This is an optimization exercise on Yosys and OpenROAD, whose aim is small area, a short achievable clock period and few clock cycles, not a production implementation. No functional check of the RTL was part of any run shown here. No activity file was given, so power comes from the tool's default toggle rates.

[design/flow/config.mk]
export PLATFORM = sky130hd
export DESIGN_NAME = sdram_controller
export DESIGN_NICKNAME = sdram_controller
export VERILOG_FILES = /design/flow/design.v
export SDC_FILE = /design/flow/constraint.sdc
export NUM_CORES = 4
export LEC_CHECK = 0
export CAP_MARGIN = 20
export CORE_MARGIN = 2
export CORE_UTILIZATION = 40
export SETUP_SLACK_MARGIN = 3.0
export SLEW_MARGIN = 20
[design/flow/constraint.sdc]
create_clock -name core_clock -period 5.0 [get_ports {clk}]
set_input_delay 1.0000 -clock core_clock [delete_from_list [all_inputs] [get_ports {clk}]]
set_output_delay 1.0000 -clock core_clock [all_outputs]
set_load 0.01 [all_outputs]
[design/flow/design.v]
module sdram_controller (
        input   clk,
        input   rst,
        output  sdram_cle,
        output  sdram_cs,
        output  sdram_cas,
        output  sdram_ras,
        output  sdram_we,
        output  sdram_dqm,
        output  [1:0]  sdram_ba,
        output  [12:0] sdram_a,
        input   [31:0] sdram_dqi,
        output  [31:0] sdram_dqo,
        input   [22:0] user_addr,
        input   rw,                  
        input   [31:0] data_in,
        output  [31:0] data_out,
        output  busy,
        input   in_valid,
        output  out_valid
    );
    localparam [9:0] REF_ST = 10'd380;
    localparam [2:0] C_NOP = 3'b111,
                     C_RD  = 3'b101;
    reg  [2:0]  cmd_q;
    reg  [12:0] a_q;
    reg  [1:0]  ba_q;
    reg         req_valid;
    reg         req_rw;
    reg  [1:0]  req_b;
    reg  [12:0] req_row;
    reg  [5:0]  req_col;
    reg  [31:0] req_data;
    reg         req_hit;         
    reg  [12:0] row [0:3];
    reg  [3:0]  open;
    reg  [2:0]  v [0:3];
    reg         act_last;        
    reg  [1:0]  rd_v;            
    reg  [9:0]  rcnt;            
    reg         rp;              
    reg  [1:0]  rdp;             
    assign sdram_cle = 1'b1;
    assign sdram_cs  = 1'b0;
    assign sdram_ras = cmd_q[2];
    assign sdram_cas = cmd_q[1];
    assign sdram_we  = cmd_q[0];
    assign sdram_dqm = 1'b0;
    assign sdram_ba  = ba_q;
    assign sdram_a   = a_q;
    assign sdram_dqo = req_data;
    assign out_valid = rdp[1];
    assign data_out  = sdram_dqi;
    wire col_q  = cmd_q[2] & ~cmd_q[1];
    wire busy_w = req_valid & ~col_q;
    assign busy = busy_w;
    wire acc = in_valid & ~busy_w;
    wire [1:0]  in_b   = user_addr[9:8];
    wire [12:0] in_row = user_addr[22:10];
    wire [5:0]  in_col = user_addr[7:2];
    wire rdv0 = (rd_v == 2'd0);
    wire [3:0] in_k = 4'b0001 << in_b;
    wire [3:0] rq_k = 4'b0001 << req_b;
    wire [3:0] zero, colok, rmatch, canact;
    genvar k;
    generate
        for (k = 0; k < 4; k = k + 1) begin : bv
            assign zero[k]   = (v[k] == 3'd0);
            assign colok[k]  = (v[k] <= 3'd2);
            assign rmatch[k] = (row[k] == in_row);
            assign canact[k] = ~open[k] & zero[k] & ~act_last;
        end
    endgenerate
    wire rq_open  = |(rq_k & open);
    wire rq_zero  = |(rq_k & zero);
    wire rq_colok = |(rq_k & colok);
    wire rq_canact = |(rq_k & canact);
    wire b_col = busy_w & req_hit & rq_colok & (~req_rw | rdv0);
    wire b_pre = busy_w & ~req_hit & rq_open & rq_zero;
    wire b_act = busy_w & rq_canact;
    wire b_any = b_col | b_pre | b_act;
    wire pe = busy_w & ~b_any & in_valid;
    wire [3:0] in_act = ({4{acc}} | ({4{pe}} & ~rq_k)) & in_k;
    wire [3:0] rq_act = {4{b_any}} & rq_k;
    wire in_hit = |(in_k & open & rmatch);
    wire in_ok  = ~rw | rdv0;
    wire rq_ok  = ~req_rw | rdv0;
    wire [3:0] act_k, pre_k, col_k;
    generate
        for (k = 0; k < 4; k = k + 1) begin : bc
            assign act_k[k] = ~rp & canact[k] & (in_act[k] | rq_act[k]);
            assign pre_k[k] = ~rp & open[k] & zero[k] &
                              ((in_act[k] & ~rmatch[k]) | (rq_act[k] & ~req_hit));
            assign col_k[k] = ~rp & colok[k] &
                              ((acc & in_k[k] & open[k] & rmatch[k] & in_ok) |
                               (rq_act[k] & req_hit & rq_ok));
        end
    endgenerate
    wire do_act = |act_k;
    wire do_pre = |pre_k;
    wire do_col = |col_k;
    wire any_open   = |open;
    wire all_zero   = &zero;
    wire pre_ok_all = &(zero | ~open);
    wire do_preall  = rp & any_open & pre_ok_all;
    wire do_ref     = rp & ~any_open & all_zero;
    wire        sel_in = acc | ~b_any;
    wire [1:0]  t_b   = sel_in ? in_b   : req_b;
    wire [12:0] t_row = sel_in ? in_row : req_row;
    wire [5:0]  x_col = acc ? in_col : req_col;
    wire        x_rw  = acc ? rw : req_rw;
    wire        xv    = acc | busy_w;
    wire [3:0]  tsel  = sel_in ? in_k : rq_k;
    wire        t_open = |(open & tsel);
    wire [12:0] a_d = (~t_open & ~rp) ? t_row : {2'b00, rp, 4'b0000, x_col};
    wire [2:0] cmd_d = {~(do_act | do_pre | do_preall | do_ref),
                        ~(do_col | do_ref),
                        ~((do_col & x_rw) | do_pre | do_preall)};
    wire do_act_x = acc ? |(act_k & in_k) : |(act_k & rq_k & {4{b_any}});
    function [2:0] vnext;
        input [2:0] vv;
        input act, pre, wr, rf;
        reg [2:0] dec;
        begin
            dec = (vv == 3'd0) ? 3'd0 : vv - 3'd1;
            if (act)
                vnext = 3'd4;
            else if (pre)
                vnext = 3'd2;
            else if (rf)
                vnext = 3'd6;
            else if (wr && dec == 3'd0)
                vnext = 3'd1;
            else
                vnext = dec;
        end
    endfunction
    integer i;
    always @(posedge clk) begin
        if (rst) begin
            cmd_q <= C_NOP;
            req_valid <= 1'b0;
            open <= 4'd0;
            for (i = 0; i < 4; i = i + 1)
                v[i] <= 3'd0;
            act_last <= 1'b0;
            rd_v <= 2'd0;
            rcnt <= 10'd1;
            rp <= 1'b0;
            rdp <= 2'd0;
        end else begin
            cmd_q <= cmd_d;
            req_valid <= xv;
            open <= (open | act_k) & ~(pre_k | {4{do_preall}});
            for (i = 0; i < 4; i = i + 1)
                v[i] <= vnext(v[i], act_k[i], pre_k[i] | do_preall, col_k[i] & x_rw, do_ref);
            act_last <= do_act;
            rd_v <= (do_col & ~x_rw) ? 2'd2 : rdv0 ? 2'd0 : rd_v - 2'd1;
            rcnt <= do_ref ? 10'd1 : {rcnt[8:0], rcnt[9] ^ rcnt[6]};
            rp <= (rp & ~do_ref) | (rcnt == REF_ST);
            rdp <= {rdp[0], cmd_q == C_RD};
        end
        a_q <= a_d;
        ba_q <= t_b;
        req_hit <= ((acc ? in_hit : req_hit) & ~do_preall) | do_act_x;
        if (acc) begin
            req_rw <= rw;
            req_b <= in_b;
            req_row <= in_row;
            req_col <= in_col;
            req_data <= data_in;
        end
        for (i = 0; i < 4; i = i + 1)
            if (tsel[i] & ~open[i])
                row[i] <= t_row;
    end
endmodule
[design/flow/run.sh]
#!/bin/bash
# synth_recipe.tcl (not shown) runs the flow's synth.tcl, then flattens the netlist and writes it again
# the make line also repeats each setting of config.mk as NAME=value (left out here)
make -C /OpenROAD-flow-scripts/flow DESIGN_CONFIG=/design/flow/config.mk WORK_HOME=/design/flow/orfs CLKGATE_MAP_FILE= SYNTH_SCRIPT=/design/flow/synth_recipe.tcl finish
==> impl_metrics.py, run 1 <==
metrics = {
    "yosys": {
        "synth_enable_flop_cells": 99,
        "yosysSeqAreaShare_pct": 59.47,
        "synth-seq-cells": 158,
        "synthTopCellsByArea": "sky130_fd_sc_hd__edfxtp_1 43%, sky130_fd_sc_hd__dfxtp_1 17%, sky130_fd_sc_hd__xnor2_1 4.4%",
        "synth-main-ff-cell": "sky130_fd_sc_hd__edfxtp_1",
        "post_synth_top_area_share_pct": 42.56,
        "netlist.top_cell.by_area": "sky130_fd_sc_hd__edfxtp_1",
        "syn_avg_cell_area_um2": 12.13,
        "synthesis.area_um2": 6985,
        "synth_cells": 576,
        "yosysUniqueCellTypes": 65,
        "yosysWarnings": 3,
        "asyncSetResetFlopFracSynth_pct": 0,
    },
    "setup_path": {
        "critical_path.reg2reg.startpoint": "req_b[0]",
        "critical_path_peak_fanout": 7,
        "worstPathRequired_ps": 5310,
        "critPathKind": "reg2reg",
        "reg2reg_slack_ps": 1970,
        "setup.worst_path.start": "req_b[0]",
        "timing.critical_path.arrival_ps": 3350,
        "number_of_cell_instances_on_the_worst_register_to_register_path": 12,
        "critical_path.endpoint_type": "flip-flop",
        "cp-start-kind": "flip-flop",
        "capturing_point_of_the_worst_reg2reg_path": "req_hit",
    },
    "hold_path": {
        "cell_count_of_the_worst_hold_path": 1,
        "whs_endpoint": "rdp[1]",
        "min_path_type": "reg2reg",
        "hold_path_startpoint": "rdp[0]",
    },
    "detailed_routing": {
        "wl_per_cell_um": 18.92,
        "vias_per_cell": 5.253,
        "drcViolationCount": 0,
        "wirelength_um": 17840,
        "detail-route-antenna-nets": 0,
        "detailroute.via_count": 4954,
        "first_pass_iters": 5,
        "detail_route.iter0.violations": 246,
    },
    "grt": {
        "grt_first_pass_wirelength_um": 27460,
        "grt_max_degree": 48,
        "vias_in_the_first_global_route": 5034,
        "global_route.usage.total_pct": 19.63,
        "antenna_violations_before_repair": 0,
        "globalRouteOverflowTotal": 0,
    },
    "clock_network": {
        "cts_buffer_depth": 2,
        "worst_skew_pair.late_latency_ps": 420,
        "cts_root_buf": "sky130_fd_sc_hd__clkbuf_16",
        "cts_buffers": 17,
        "clock_tree_from_tritoncts": "done",
        "clk_transition_reported_paths_ps": 60,
        "cts.sinks": 158,
        "cts-htree-levels": 4,
    },
    "final_layout": {
        "finish.net_count": 802,
        "area.sequential_um2": 4165,
        "fillers": 1469,
        "antennaDiodeCount": 0,
        "final_cell_area_um2": 9592,
        "layout-area-overhead-vs-synth_pct": 37.31,
        "multi_input_comb_area_um2": 2994,
        "final_layout_size_suffix_gt1_share_pct": 38.86,
        "final_util_pct": 55.84,
        "final_cells": 943,
    },
    "floorplanning": {
        "initial_core_util_pct": 40.67,
        "boundaryPins": 178,
        "core_region_area_um2": 17180,
        "die-width_um": 136.2,
        "vertical_extent_of_the_die_um": 136.2,
        "rows": 48,
        "area_enclosed_by_the_die_boundary_um2": 18540,
    },
    "sta": {
        "max_slew_violations": 0,
        "max_freq_mhz": 329.5,
        "worst_clock_skew_ps": 8.963,
        "timing.final.ws_setup_ps": 1965,
        "slew-limit-headroom_pct": 52.57,
        "fin_setup_tns_ps": 0,
        "timing_hold_violations_final": 0,
        "layout_worst_path_cycle_share_pct": 60.70,
        "worst_slew_pin_slew_ps": 710.5,
        "final_period_minus_worst_setup_slack_ps": 3035,
        "rsz0062_at_grt": "yes",
        "final-setup-viol-count": 0,
    },
    "placed_design": {
        "buffer_ports.inserted": 108,
        "post-place-cells": 854,
        "place_hpwl_um": 11640,
        "final_estimated_routing_congestion_in_global_placement": 0.9276,
        "dpl-instance-area_um2": 8167,
        "dpl_worst_slack_ps": 1225,
    },
    "power_and_ir_drop": {
        "cellPowerDensity_nw_per_um2": 380.3,
        "power.leakage_nw": 3.721,
        "vdd_ir_drop_max_v": 0.0002635,
    },
    "flow_run": {
        "timing.max_cap.violations": 0,
    },
    "outcome": {
        "status": "finished clean",
    },
}
[flip-flops by register name, summed over array words and instances, names as in the netlist, 3 cells and up]
name / cells
req_col: 6
a_q: 13
row: 52
cmd_q: 3
req_data: 32
v: 12
req_row: 13
open: 4
rcnt: 10
[synthesized netlist by cell type, drive strengths merged, types with 14 or more instances]
| cell | n |
|---|---|
| nor2 | 38 |
| mux2 | 28 |
| o21ai | 16 |
| inv | 19 |
| nor2b | 16 |
| nand2 | 31 |
| nor3 | 14 |
| and2 | 16 |
| dfxtp | 59 |
| edfxtp | 99 |
| clkbuf | 17 |
| buf | 45 |
| xor2 | 18 |
| xnor2 | 35 |
[stage by stage]
stage,total power [mW],hold WS [ps]
after floorplan,2.031,413.8
after global placement,2.224,428.6
after detailed placement,2.234,427.0
after CTS,3.646,441.9
after global routing,3.809,458.4
final,3.648,438.5
[cell families after synthesis]
group | Yosys count | share of synthesized area (%)
AND/OR/NAND/NOR | 166 | 12.48
flip-flops | 158 | 59.47
buffers and inverters | 81 | 6.466
AO/OA/AOI/OAI | 77 | 8.132
XOR/XNOR | 53 | 6.645
multiplexers | 33 | 5.624
adder cells (fa/ha/maj) | 6 | 1.075
other | 2 | 0.1075
[routing by layer]
layer / global-route usage [%] / share of wire (%)
met4: 6.944 / 2.0
met1: 23.95 / 41
met2: 34.17 / 52
met5: 0 / 0
met3: 4.325 / 5.2
[critical path, cell delays in order, from the launching register on]
cell and delay, ps:
sky130_fd_sc_hd__edfxtp_1 480, sky130_fd_sc_hd__buf_6 170, sky130_fd_sc_hd__mux2_4 280, sky130_fd_sc_hd__a32o_2 300, sky130_fd_sc_hd__o31ai_4 260, sky130_fd_sc_hd__buf_12 170
sky130_fd_sc_hd__buf_4 110, sky130_fd_sc_hd__buf_6 100, sky130_fd_sc_hd__buf_12 130, sky130_fd_sc_hd__a2bb2oi_4 200, sky130_fd_sc_hd__nor2_4 80, sky130_fd_sc_hd__mux4_2 470
sky130_fd_sc_hd__o21a_1 180
[worst max-delay path by stage]
stage | to | slack, ps
4_1_cts | a_q[4] | 1960
3_3_place_gp | req_hit | 1220
2_1_floorplan | a_q[2] | 2170
5_1_grt | a_q[4] | 1900
6_report | req_hit | 1970
3_5_place_dp | a_q[3] | 1220
[repair_timing]
| item | in CTS | in global routing |
|---|---|---|
| gates resized for setup | 352 | 49 |
| hold buffers | 0 | 0 |
| pin swaps | 28 | 21 |
| endpoints found under the hold margin | 0 | 0 |
| gates cloned | 2 | 1 |
| buffers inserted | 43 | 11 |
| setup endpoints to repair | 285 | 199 |
[layout by cell type, fill, tap and decap left out, types with 5 or more instances in the layout]
master	n
sky130_fd_sc_hd__a211oi_1	6
sky130_fd_sc_hd__a21oi_1	7
sky130_fd_sc_hd__and2_1	14
sky130_fd_sc_hd__buf_12	7
sky130_fd_sc_hd__buf_2	39
sky130_fd_sc_hd__buf_4	34
sky130_fd_sc_hd__buf_6	21
sky130_fd_sc_hd__clkbuf_16	18
sky130_fd_sc_hd__clkbuf_2	13
sky130_fd_sc_hd__clkdlybuf4s50_1	40
sky130_fd_sc_hd__dfxtp_1	50
sky130_fd_sc_hd__dfxtp_2	9
sky130_fd_sc_hd__edfxtp_1	99
sky130_fd_sc_hd__inv_1	15
sky130_fd_sc_hd__mux2_2	8
sky130_fd_sc_hd__mux2_4	20
sky130_fd_sc_hd__nand2_1	28
sky130_fd_sc_hd__nand3_1	6
sky130_fd_sc_hd__nand4_1	9
sky130_fd_sc_hd__nor2_1	28
sky130_fd_sc_hd__nor2_4	7
sky130_fd_sc_hd__nor2b_1	8
sky130_fd_sc_hd__nor2b_4	5
sky130_fd_sc_hd__nor3_1	9
sky130_fd_sc_hd__o21ai_0	10
sky130_fd_sc_hd__o22ai_1	6
sky130_fd_sc_hd__xnor2_1	28
sky130_fd_sc_hd__xnor2_2	7
sky130_fd_sc_hd__xor2_1	15
[report_power, final]
group	switching, mW	leakage (nW)	internal (mW)
clock network	0.541	0.286	0.711
logic	0.391	2.01	0.398
registers	0.0698	1.42	1.54
total	1.00	3.72	2.65
[area by class of cell]
class / count / area share [%]
clock buffer: 19 / 4.618
sequential: 158 / 43.43
multi-input combinational: 338 / 31.22
inverter: 19 / 0.7827
clock inverter: 13 / 1.344
timing repair buffer: 171 / 15.68
tap: 225 / 2.935
==> inputs of run 2 (changes only) <==
==> design/flow/flow/run.sh (new file) <==
#!/bin/bash
# The standard layout (the standard.sh, all ORFS steps unchanged), except that the
# buffers ORFS puts on every input and output port are sky130_fd_sc_hd__buf_2 cells.
set -euo pipefail
export BUFFER_PORTS_ARGS="-buffer_cell sky130_fd_sc_hd__buf_2"
bash standard.sh > standard.log 2>&1
==> design/flow/standard.sh (new file) <==
#!/bin/bash
# synth_recipe.tcl (not shown) runs the flow's synth.tcl, then flattens the netlist and writes it again
# the make line also repeats each setting of config.mk as NAME=value (left out here)
make -C /OpenROAD-flow-scripts/flow DESIGN_CONFIG=/design/flow/config.mk WORK_HOME=/design/flow/orfs CLKGATE_MAP_FILE= SYNTH_SCRIPT=/design/flow/synth_recipe.tcl "${@:-finish}"
--- a/design/flow/config.mk
+++ b/design/flow/config.mk
@@ -7,6 +7,8 @@
 export LEC_CHECK = 0
 export CAP_MARGIN = 20
 export CORE_MARGIN = 2
-export CORE_UTILIZATION = 40
-export SETUP_SLACK_MARGIN = 3.0
+export CORE_UTILIZATION = 60
+export CTS_BUF_LIST = sky130_fd_sc_hd__clkbuf_4 sky130_fd_sc_hd__clkbuf_8
+export CTS_CLUSTER_SIZE = 40
+export SETUP_SLACK_MARGIN = 2.2
 export SLEW_MARGIN = 20
removed: design/flow/run.sh
==> run 2 against run 1 <==
  * Still clean on timing, DRC and antenna
  * Sequential power about the same
  * Area after synthesis did not move
  * First-iteration DRC count is 51% higher
  * Critical path depth fell by 3
  * Via count is 1.6% lower
  * Sequential share of layout area is 6.3 points higher
  * Die area down 32%
  * Synthesized cell count is the same
  * Clock skew rose by 7.4 ps
  * Critical endpoint is now a_q[2]
  * Largest power group unchanged
  * Highest routed layer unchanged
==> impl_metrics.py, run 2 <==
metrics = {
    "sta": {
        "fin_setup_tns_ps": 0,
        "rsz0062_at_grt": "yes",
        "worst_slew_pin_slew_ps": 1016,
        "worst_clock_skew_ps": 16.36,
        "layout_worst_path_cycle_share_pct": 59.90,
        "timing.final.ws_setup_ps": 2005,
        "slew-limit-headroom_pct": 32.14,
        "timing_hold_violations_final": 0,
        "final-setup-viol-count": 0,
        "max_slew_violations": 0,
        "final_period_minus_worst_setup_slack_ps": 2995,
        "tightest_hold_margin_ps": 452.0,
        "max_freq_mhz": 333.9,
    },
    "final_layout": {
        "commonest_non_fill_non_tap_cell_in_the_layout": "sky130_fd_sc_hd__buf_2",
        "top_register_by_number_of_flip_flops": "row",
        "antennaDiodeCount": 0,
        "layout-area-overhead-vs-synth_pct": 20.24,
        "final_layout_size_suffix_gt1_share_pct": 38.25,
        "finish.net_count": 782,
        "most_frequent_cells_in_the_layout": "108 x sky130_fd_sc_hd__buf_2, 99 x sky130_fd_sc_hd__edfxtp_1, 48 x sky130_fd_sc_hd__dfxtp_1",
        "reg_top3": "row: 52 flops, req_data: 32 flops",
        "largest_register_ffs": 52,
        "final_cell_area_um2": 8399,
        "fillers": 795,
    },
    "clock_network": {
        "cts-htree-levels": 4,
        "worst_skew_pair.late_latency_ps": 450,
        "cts.sinks": 158,
        "cts_buffer_depth": 2,
        "clk_transition_reported_paths_ps": 90,
        "cts_root_buf": "sky130_fd_sc_hd__clkbuf_8",
        "clock_tree_from_tritoncts": "done",
        "cts_buffers": 17,
    },
    "setup_path": {
        "critical-path-slowest-cell": "sky130_fd_sc_hd__a2111o_2",
        "critical_path_peak_fanout": 7,
        "cpPeakStageDelay_ps": 590,
        "critical_path.endpoint_type": "flip-flop",
        "worstPathCellList": "and2_4, a221oi_4, a21oi_4, o31ai_4, buf_6, mux2i_4, nor2_4, a2111o_2, mux2_4",
        "cp-start-kind": "flip-flop",
        "timing.critical_path.arrival_ps": 3340,
        "critPathKind": "reg2reg",
        "worstPathRequired_ps": 5350,
    },
    "floorplanning": {
        "core_region_area_um2": 11370,
        "rows": 39,
        "vertical_extent_of_the_die_um": 111.9,
        "die-width_um": 111.9,
        "boundaryPins": 178,
        "initial_core_util_pct": 61.44,
        "area_enclosed_by_the_die_boundary_um2": 12520,
    },
    "yosys": {
        "share_of_cell_area_taken_by_muxes_after_synthesis_pct": 5.624,
        "synthTopCellsByCount": "99 x sky130_fd_sc_hd__edfxtp_1, 59 x sky130_fd_sc_hd__dfxtp_1, 37 x sky130_fd_sc_hd__nor2_1",
        "post_synth_top_area_share_pct": 42.56,
        "most_repeated_cell_in_the_gate_level_netlist_after_synthesis": "sky130_fd_sc_hd__edfxtp_1",
        "synthTopCellsByArea": "sky130_fd_sc_hd__edfxtp_1 43%, sky130_fd_sc_hd__dfxtp_1 17%, sky130_fd_sc_hd__xnor2_1 4.4%",
        "synthesis.area_um2": 6985,
        "synth_simple_gate_area_share_pct": 12.48,
        "yosysSeqAreaShare_pct": 59.47,
        "main_combinational_cell_family_by_area_after_synthesis": "simple AND/OR/NAND/NOR gates",
        "yosys.area_share.xor_xnor_pct": 6.645,
        "yosysUniqueCellTypes": 65,
        "synth_cells": 576,
        "synth-seq-cells": 158,
        "synth-main-ff-cell": "sky130_fd_sc_hd__edfxtp_1",
        "yosysWarnings": 3,
        "synth_compound_gate_area_share_pct": 8.132,
        "netlist.top_cell.by_area": "sky130_fd_sc_hd__edfxtp_1",
        "syn_avg_cell_area_um2": 12.13,
        "asyncSetResetFlopFracSynth_pct": 0,
        "post_synth_fa_ha_maj_area_fraction_pct": 1.075,
        "synth_enable_flop_cells": 99,
    },
    "power_and_ir_drop": {
        "internal-power_mw": 2.283,
        "vdd_ir_drop_max_v": 0.0002948,
        "clock_power_share_pct": 29.1,
        "power.combinational.fraction_pct": 20.7,
        "p_seq_share_pct": 50.2,
        "swShare_pct": 28.36,
        "cellPowerDensity_nw_per_um2": 379.4,
        "power.leakage_nw": 3.292,
        "p_switching_mw": 0.9038,
    },
    "outcome": {
        "status": "finished clean",
    },
    "detailed_routing": {
        "detailroute.via_count": 4874,
        "wl_per_cell_um": 19.60,
        "wirelength_um": 16490,
        "detail_route.iter0.violations": 371,
        "first_pass_iters": 5,
        "drcViolationCount": 0,
        "vias_per_cell": 5.795,
        "detail-route-antenna-nets": 0,
    },
    "flow_run": {
        "timing.max_cap.violations": 0,
    },
    "hold_path": {
        "min_path_type": "reg2reg",
    },
    "grt": {
        "grt_first_pass_wirelength_um": 25890,
        "antenna_violations_before_repair": 0,
        "global_route.usage.total_pct": 26.99,
        "globalRouteOverflowTotal": 0,
        "vias_in_the_first_global_route": 4872,
        "grt_max_degree": 48,
    },
    "placed_design": {
        "final_estimated_routing_congestion_in_global_placement": 0.9466,
        "dpl_worst_slack_ps": 1217,
        "dpl-instance-area_um2": 7451,
        "place_hpwl_um": 11040,
        "buffer_ports.inserted": 108,
    },
}
-- run 2: changes by cell type in the layout (fill, tap and decap cells not counted), moves of 12 or more --
cell,previous run,this run
sky130_fd_sc_hd__buf_2,39,108
sky130_fd_sc_hd__clkdlybuf4s50_1,40,0
sky130_fd_sc_hd__clkbuf_8,1,20
sky130_fd_sc_hd__clkbuf_16,18,1
sky130_fd_sc_hd__mux2_2,8,23
sky130_fd_sc_hd__mux2_4,20,5
sky130_fd_sc_hd__clkbuf_2,13,0
sky130_fd_sc_hd__buf_6,21,9
-- run 2: cells by family (layout without fill, tap and decap cells) --
kind of cell	after synthesis	count (layout)
mux	33	33
buf+inv	81	201
simple gates	166	166
compound gates	77	78
flops	158	158
other cells	2	3
xor+xnor	53	53
fa+ha+maj	6	6
-- run 2: per-stage QoR --
step	instances	utilization, %	power (mW)
global route	841	73.87	3.317
floorplan	577	-	2.001
finish	841	73.87	3.187
global placement	773	65.53	2.144
detailed placement	773	65.53	2.155
CTS	827	71.67	3.138
-- run 2: critical path, delay by kind of cell (launching register included) --
kind	cells	cell delay, ps
flops	1	560
buf+inv	1	180
compound gates	4	1240
mux	2	600
simple gates	2	300
-- run 2: power groups by stage --
stage	combinational, mW	clock [mW]	sequential (mW)
floorplan	0.369	0	1.63
global placement	0.523	0	1.62
detailed placement	0.529	0	1.63
CTS	0.592	0.948	1.60
global route	0.706	0.998	1.61
finish	0.661	0.928	1.60
-- run 2: layout make-up --
class	instances	area, um2	area share [%]
clock buffers	20	275.3	3.277
clock inverters	12	122.6	1.460
inverters	19	71.32	0.8491
multi-input cells	339	2658	31.64
flip-flops and latches	158	4178	49.74
well taps	143	178.9	2.130
repair buffers	150	915.9	10.90
-- run 2: path summary, 6_finish.rpt --
path         startpoint  cells past startpoint  slack (ps)      end
min reg2reg     rcnt[5]                      1         450  rcnt[6]
max reg2reg    req_b[1]                      9        2010   a_q[2]
min             rcnt[5]                      1         450  rcnt[6]
max            req_b[1]                      9        2010   a_q[2]
-- run 2: what timing repair did --
action                                  in CTS  in global routing
pin swaps                                    7                  3
endpoints found under the setup margin     154                 36
gates cloned                                 1                  1
gates resized for setup                     36                 29
hold buffers                                 0                  0
setup buffers                               21                 13
-- run 2: per-layer routing --
layer  track usage (%)  part of all wire, %  up-vias  wire length [um]
met2             41.90                   49      219              8007
met4             11.69                  2.0        0               332
li1                  -                    -     2253                 -
met3             7.839                  7.2       39              1182
met5                 0                    0        -                 0
met1             35.67                   42     2363              6963
==> inputs of run 3 (changes only) <==
--- a/design/flow/design.v
+++ b/design/flow/design.v
@@ -104,15 +104,15 @@
     wire pre_ok_all = &(zero | ~open);
     wire do_preall  = rp & any_open & pre_ok_all;
     wire do_ref     = rp & ~any_open & all_zero;
-    wire        sel_in = acc | ~b_any;
-    wire [1:0]  t_b   = sel_in ? in_b   : req_b;
-    wire [12:0] t_row = sel_in ? in_row : req_row;
+    wire [1:0]  t_b   = b_any ? req_b : in_b;
     wire [5:0]  x_col = acc ? in_col : req_col;
     wire        x_rw  = acc ? rw : req_rw;
     wire        xv    = acc | busy_w;
-    wire [3:0]  tsel  = sel_in ? in_k : rq_k;
-    wire        t_open = |(open & tsel);
-    wire [12:0] a_d = (~t_open & ~rp) ? t_row : {2'b00, rp, 4'b0000, x_col};
+    wire        in_open = |(in_k & open);
+    wire [12:0] a_d = rp      ? 13'h0400 :
+                      b_act   ? req_row :
+                      b_any   ? {7'd0, req_col} :
+                      in_open ? {7'd0, in_col} : in_row;
     wire [2:0] cmd_d = {~(do_act | do_pre | do_preall | do_ref),
                         ~(do_col | do_ref),
                         ~((do_col & x_rw) | do_pre | do_preall)};
@@ -171,7 +171,7 @@
             req_data <= data_in;
         end
         for (i = 0; i < 4; i = i + 1)
-            if (tsel[i] & ~open[i])
-                row[i] <= t_row;
+            if (~open[i] & (b_act ? rq_k[i] : in_k[i]))
+                row[i] <= b_act ? req_row : in_row;
     end
 endmodule
==> design/flow/run.sh (new file) <==
#!/bin/bash
# synth_recipe.tcl (not shown) runs the flow's synth.tcl, then flattens the netlist and writes it again
# the make line also repeats each setting of config.mk as NAME=value (left out here)
make -C /OpenROAD-flow-scripts/flow DESIGN_CONFIG=/design/flow/config.mk WORK_HOME=/design/flow/orfs CLKGATE_MAP_FILE= SYNTH_SCRIPT=/design/flow/synth_recipe.tcl finish
==> design/flow/config.mk (replaced) <==
export PLATFORM = sky130hd
export DESIGN_NAME = sdram_controller
export DESIGN_NICKNAME = sdram_controller
export VERILOG_FILES = /design/flow/design.v
export SDC_FILE = /design/flow/constraint.sdc
export NUM_CORES = 4
export LEC_CHECK = 0
export CAP_MARGIN = 20
export CORE_MARGIN = 2
export CORE_UTILIZATION = 40
export SETUP_SLACK_MARGIN = 3.0
export SLEW_MARGIN = 20
removed: design/flow/flow/run.sh
removed: design/flow/standard.sh
==> run 3 against run 2 <==
  * Cell count is 21% higher
  * Combinational power grew to 2.8 times the previous value
  * Sequential power is 14% higher
  * Flip-flop and latch count stayed put
  * Clock power up 31%
  * Clock skew is 6.6 ps lower
  * Die area is 57% higher
  * Critical endpoint is now row[1][7]
  * Highest routed layer unchanged
==> impl_metrics.py, run 3 <==
metrics = {
    "detailed_routing": {
        "wl_per_cell_um": 20.45,
        "wirelength_um": 20750,
        "detail_route.iter0.violations": 317,
        "first_pass_iters": 30,
        "detailroute.via_count": 5614,
        "vias_per_cell": 5.531,
        "drcViolationCount": 0,
        "detail-route-antenna-nets": 0,
    },
    "yosys": {
        "synthTopCellsByArea": "sky130_fd_sc_hd__edfxtp_1 43%, sky130_fd_sc_hd__dfxtp_1 14%, sky130_fd_sc_hd__xnor2_1 6.3%",
        "synth_cells": 625,
        "synth-main-ff-cell": "sky130_fd_sc_hd__edfxtp_1",
        "yosysSeqAreaShare_pct": 56.90,
        "most_repeated_cell_in_the_gate_level_netlist_after_synthesis": "sky130_fd_sc_hd__edfxtp_1",
        "post_synth_top_area_share_pct": 42.57,
        "asyncSetResetFlopFracSynth_pct": 0,
        "synthTopCellsByCount": "105 x sky130_fd_sc_hd__edfxtp_1, 53 x sky130_fd_sc_hd__dfxtp_1, 53 x sky130_fd_sc_hd__xnor2_1",
        "netlist.top_cell.by_area": "sky130_fd_sc_hd__edfxtp_1",
        "synth_enable_flop_cells": 105,
        "yosysUniqueCellTypes": 65,
        "yosysWarnings": 3,
        "synth-seq-cells": 158,
        "syn_avg_cell_area_um2": 11.85,
        "synthesis.area_um2": 7406,
    },
    "setup_path": {
        "worstPathCellList": "nor2_4, ha_4, nand2b_4, mux4_2, buf_4, nor2_4, buf_12, buf_12, mux2i_4, nor2_4, buf_12",
        "cpPeakStageDelay_ps": 570,
        "cp-start-kind": "flip-flop",
        "critPathKind": "reg2reg",
        "worstPathRequired_ps": 5180,
        "critical-path-slowest-cell": "sky130_fd_sc_hd__mux4_2",
        "timing.critical_path.arrival_ps": 2730,
        "critical_path.endpoint_type": "flip-flop",
        "critical_path_peak_fanout": 13,
    },
    "placed_design": {
        "final_estimated_routing_congestion_in_global_placement": 0.9187,
        "dpl-instance-area_um2": 8793,
        "place_hpwl_um": 13110,
        "buffer_ports.inserted": 108,
    },
    "final_layout": {
        "commonest_non_fill_non_tap_cell_in_the_layout": "sky130_fd_sc_hd__edfxtp_1",
        "largest_register_ffs": 52,
        "final_cell_area_um2": 10690,
        "layout-area-overhead-vs-synth_pct": 44.33,
        "finish.net_count": 872,
        "top_register_by_number_of_flip_flops": "row",
        "most_frequent_cells_in_the_layout": "105 x sky130_fd_sc_hd__edfxtp_1, 67 x sky130_fd_sc_hd__buf_4, 39 x sky130_fd_sc_hd__clkdlybuf4s50_1",
        "final_layout_size_suffix_gt1_share_pct": 45.29,
        "reg_top3": "row: 52 flops, req_data: 32 flops",
        "antennaDiodeCount": 0,
    },
    "sta": {
        "worst_slew_pin_slew_ps": 737.8,
        "rsz0062_at_grt": "yes",
        "max_slew_violations": 0,
        "max_freq_mhz": 392.4,
        "layout_worst_path_cycle_share_pct": 50.96,
        "final_period_minus_worst_setup_slack_ps": 2548,
        "slew-limit-headroom_pct": 50.36,
        "worst_clock_skew_ps": 9.785,
        "final-setup-viol-count": 0,
        "fin_setup_tns_ps": 0,
        "timing_hold_violations_final": 0,
    },
    "hold_path": {
        "min_path_type": "reg2reg",
    },
    "floorplanning": {
        "area_enclosed_by_the_die_boundary_um2": 19620,
        "die-width_um": 140.1,
        "vertical_extent_of_the_die_um": 140.1,
        "rows": 49,
        "initial_core_util_pct": 40.95,
        "boundaryPins": 178,
        "core_region_area_um2": 18090,
    },
    "grt": {
        "grt_first_pass_wirelength_um": 32260,
        "grt_max_degree": 57,
        "globalRouteOverflowTotal": 0,
        "antenna_violations_before_repair": 0,
        "global_route.usage.total_pct": 21.45,
        "vias_in_the_first_global_route": 5793,
    },
    "outcome": {
        "status": "finished clean",
    },
    "power_and_ir_drop": {
        "power.leakage_nw": 4.067,
        "cellPowerDensity_nw_per_um2": 457.0,
        "vdd_ir_drop_max_v": 0.0002826,
    },
    "clock_network": {
        "cts.sinks": 158,
        "cts-htree-levels": 4,
        "cts-hold-fix-buffers": 0,
        "cts_buffers": 17,
        "clk_transition_reported_paths_ps": 60,
        "cts_root_buf": "sky130_fd_sc_hd__clkbuf_16",
        "worst_skew_pair.late_latency_ps": 430,
        "cts_buffer_depth": 2,
        "clock_tree_from_tritoncts": "done",
    },
    "flow_run": {
        "timing.max_cap.violations": 0,
    },
}
-- run 3: cells by family (layout without fill, tap and decap cells) --
| kind of cell | after synthesis | in the layout | share of synthesized area (%) |
|---|---|---|---|
| xor+xnor | 53 | 53 | 6.268 |
| flops | 158 | 158 | 56.90 |
| compound gates | 92 | 92 | 10.51 |
| buf+inv | 89 | 249 | 6.369 |
| fa+ha+maj | 8 | 8 | 1.352 |
| mux | 25 | 25 | 4.038 |
| simple gates | 198 | 198 | 14.46 |
| other cells | 2 | 3 | 0.1014 |
-- run 3: per-stage QoR --
stage	hold WS [ps]	std cells	utilization (%)	setup slack (ps)	power, mW
after floorplan	413.8	626	-	2569	2.729
after global placement	430.3	897	48.62	1310	3.119
after detailed placement	432.7	897	48.62	1255	3.138
after CTS	447.3	992	57.30	2482	4.765
after global routing	456.5	1015	59.10	2396	5.101
final	442.1	1015	59.10	2452	4.885
-- run 3: layout make-up --
| type | count | area [um2] |
|---|---|---|
| inverter | 19 | 81.33 |
| fill | 1452 | 7397 |
| clock buffer | 20 | 436.7 |
| tap | 229 | 286.5 |
| multi-input combinational | 379 | 3730 |
| timing repair buffer | 198 | 1798 |
| clock inverter | 12 | 113.9 |
| sequential | 158 | 4243 |
-- run 3: layer usage --
layer / share of wire, % / GRT usage (%) / wire, um / up-vias
met2: 52 / 37.39 / 10860 / 199
met4: 3.6 / 9.995 / 738 / 0
met5: 0 / 0 / 0 / -
li1: - / - / - / 2547
met3: 4.7 / 5.333 / 978 / 56
met1: 39 / 24.96 / 8180 / 2812
-- run 3: path summary, 6_finish.rpt --
path            from   endpoint  slack [ps]  cells past startpoint
max reg2reg  v[3][1]  row[1][7]        2450                     11
max          v[3][1]  row[1][7]        2450                     11
min reg2reg  rcnt[3]    rcnt[4]         440                      1
min          rcnt[3]    rcnt[4]         440                      1
-- run 3: timing repair --
item,4_1_cts,5_1_grt
gates cloned,2,0
buffers inserted,61,23
pin swaps,83,36
setup endpoints to repair,291,200
resized for setup,397,49
-- run 3: report_power, final --
| group | switching, mW | leakage [nW] | internal (mW) |
|---|---|---|---|
| registers | 0.148 | 1.44 | 1.67 |
| clock network | 0.529 | 0.264 | 0.689 |
| logic | 0.932 | 2.37 | 0.916 |
-- run 3: worst max-delay path: cells and delay by family (launching register included) --
| kind | cells | cell delay, ps |
|---|---|---|
| adders and majority gates | 1 | 170 |
| buffers and inverters | 4 | 630 |
| muxes | 2 | 790 |
| DFF | 1 | 340 |
| and+or+nand+nor | 4 | 370 |

-- what the ideal ports hide --
How much do the figures lean on ideal ports? The routed layouts below were timed once more, with nothing changed but the port constraints. Step 1: set_driving_cell puts a clkbuf_16 on clk and a buf_2 on each other input, an assumption about the parent block. Step 2, shift: input delay + t, output delay - t, t = (earliest + latest rising clock arrival at the registers) / 2. This alone moves slack from input paths to output paths. a / b / c = ideal ports / drivers / drivers and shift; a / b = the first two.
| run | shift t [ns] | slack for setup (ns) | pins driven straight from the clock port |
|---|---|---|---|
| run 1 | 0.456 | 1.965 / 1.965 / 1.965 | 1 |
| run 2 | 0.486 | 2.005 / 2.005 / 1.857 | 1 |
| run 3 | 0.463 | 2.452 / 2.452 / 2.012 | 1 |
After both steps setup and hold are still met in every run listed. The setup slack of run 3, which loses most, moves by 0.000 ns with the drivers and by -0.440 ns with both steps.
